What follows belongs to an exercise in optimizing a design on an open flow for small area and a short achievable clock period; a production flow would make more cautious choices.
Only simulation tests tie the RTL to the original design; equivalence was not proved.

==> flow/design.v (excerpt) <==
module fmac_top
  (
   input  logic        clk,
   input  logic [31:0] a,
   input  logic [31:0] b,
   input  logic [31:0] c,
   input  logic [1:0]  rm,
   output logic [31:0] result,
   output logic        of,
   output logic        uf,
   output logic        nx,
   output logic        iv
   );
==> flow/config.mk <==
export PLATFORM = sky130hd
export DESIGN_NAME = fmac_top
export DESIGN_NICKNAME = fmac_top
export VERILOG_FILES = /design/flow/design.v
export SDC_FILE = /design/flow/constraint.sdc
export NUM_CORES = 4
export LEC_CHECK = 0
export ABC_AREA = 1
export CAP_MARGIN = 20
export CORE_MARGIN = 2
export CORE_UTILIZATION = 40
export SLEW_MARGIN = 20
==> flow/constraint.sdc <==
create_clock -name core_clock -period 26.0 [get_ports {clk}]
set_input_delay 5.2000 -clock core_clock [delete_from_list [all_inputs] [get_ports {clk}]]
set_output_delay 5.2000 -clock core_clock [all_outputs]
set_load 0.01 [all_outputs]
standard.sh (not shown) runs the stock make flow with config.mk's settings and CLKGATE_MAP_FILE= SYNTH_SCRIPT=/design/flow/synth_recipe.tcl, a recipe that flattens the netlist after the stock synthesis.
==> flow/flow/run.sh <==
#!/bin/bash
# Standard synthesis and layout (standard.sh), with timing repair asked to
# leave a setup margin so that the design is sized for a short achieved period.
# The SDC (clock period, I/O delays) is the standard flow's, unchanged.
set -euo pipefail
MARGIN=$(cat flow/margin.txt)
bash standard.sh synth > synth.log 2>&1
bash standard.sh SETUP_SLACK_MARGIN=$MARGIN finish > layout.log 2>&1
==> flow/flow/margin.txt <==
16
Next try:
==> flow/flow/margin.txt (replaced) <==
17
Effect:
- The changed run completed without violations
- synthesized area does not change
- cell area climbs by about 8%
- register-to-register slack improved by 0.32 ns
- worst hold slack gets worse by 0.0065 ns
- die area does not change
- routed wire length went up by 5.0%
- utilization grows by 3.7 points
- via count went up by about 3.2%

========
Setup of run A:
fmac_top again, from the RTL that the note above started with.
// fmac_top
module fmac_top
  (
   input  logic        clk,
   input  logic [31:0] a,
   input  logic [31:0] b,
   input  logic [31:0] c,
   input  logic [1:0]  rm,
   output logic [31:0] result,
   output logic        of,
   output logic        uf,
   output logic        nx,
   output logic        iv
   );
export LEC_CHECK = 0
export ABC_AREA = 1
export CAP_MARGIN = 20
export CORE_MARGIN = 2
export CORE_UTILIZATION = 40
export SLEW_MARGIN = 20
create_clock -name core_clock -period 26.0 [get_ports {clk}]
==> flow/flow/margin.txt <==
18
Scripts as last shown in full above: flow/flow/run.sh
Run A: no failed stages, no open violations at the end
diff inputs: run A => run B
# run A
export LEC_CHECK = 0
export ABC_AREA = 1
export CAP_MARGIN = 20
export CORE_MARGIN = 2
export CORE_UTILIZATION = 40
export SLEW_MARGIN = 20
create_clock -name core_clock -period 26.0 [get_ports {clk}]
# run B
export LEC_CHECK = 0
export CAP_MARGIN = 20
export CORE_MARGIN = 2
export CORE_UTILIZATION = 40
export SLEW_MARGIN = 20
create_clock -name core_clock -period 26.0 [get_ports {clk}]
==> flow/flow/margin.txt <==
16
[summary]
Worst hold path depth essentially unchanged between run B and run A.
Total placed cells including tap cells for run B is lower than for run A.
Going from run A to run B, worst setup slack now smaller, critical path depth now larger.
Compared to run A, run B has count of plain and timing-repair buffers in the layout 25% lower.
Input-level comparison between run C and run B:
# run B
export LEC_CHECK = 0
export CAP_MARGIN = 20
export CORE_MARGIN = 2
export CORE_UTILIZATION = 40
export SLEW_MARGIN = 20
create_clock -name core_clock -period 26.0 [get_ports {clk}]
# run C
export LEC_CHECK = 0
export ABC_AREA = 1
export CAP_MARGIN = 20
export CORE_MARGIN = 2
export CORE_UTILIZATION = 40
export SLEW_MARGIN = 20
export TNS_END_PERCENT = 0
create_clock -name core_clock -period 26.0 [get_ports {clk}]
Notes after the runs:
Relative to run B, global-route wire length before repair decreased by 1.6% in run C.
Delta (run C minus run B): final cycle utilization of the critical path -1.4 points; wire length reported by the detailed router went down.
Setup changes, run C to run D
==> flow/flow/margin.txt <==
15
==> comparison <==
- Run D ends up with a share of cell area taken by multi-input logic gates that is 0.81 points higher than in run C.
- Diff run C -> run D: final area decreased about 2%, wire length of the first global-routing pass decreased 1.1%, number of antenna violations at the first check in global routing decreased 1, utilization decreased 0.90 points, fraction of the cycle the final worst path needs increased 2.4 points.
- Of the two values seen for capturing element of the worst setup path, st_q$_SDFF_PP0_ was produced by run D and up_q[20]$_SDFF_PP0_ by run C.
- Wire length per cell after detailed routing was higher in run C than in run D.

afterwards: timing with drivers on the ports:
The flow's constraints put no driver on any port. The routed layouts listed below were extracted and timed again, unchanged, in two steps.
Step 1 assumes that a clkbuf_16 drives the clock port and a buf_2 every other input.
Step 2 times the ports against the registers' clock, not the clock port: input delays grow and output delays shrink by t, the midpoint of the rising clock arrivals with the driver on.
Slacks: no drivers / after step 1 / after step 2; pairs: no drivers / after step 1.
run | t (ns) | setup slack, ns | clock arrival spread, ns | worst slew at a driven data input, ns
the first run of note 1 | 0.585 | 16.363 / 16.326 / 15.997 | 0.037 / 0.038 | 0.09
the second run of note 1 | 0.572 | 16.569 / 16.502 / 16.617 | 0.032 / 0.032 | 0.10
run A | 0.587 | 16.687 / 16.612 / 16.699 | 0.032 / 0.033 | 0.10
run B | 0.558 | 15.712 / 15.712 / 15.712 | 0.017 / 0.016 | 0.09
run C | 0.591 | 16.074 / 16.071 / 15.977 | 0.038 / 0.038 | 0.10
run D | 0.590 | 15.463 / 15.463 / 15.463 | 0.040 / 0.040 | 0.10
After both steps every run listed still meets setup and hold. For the first run of note 1, which loses most, drivers alone change the setup slack by -0.037 ns; drivers and shift together by -0.366 ns.
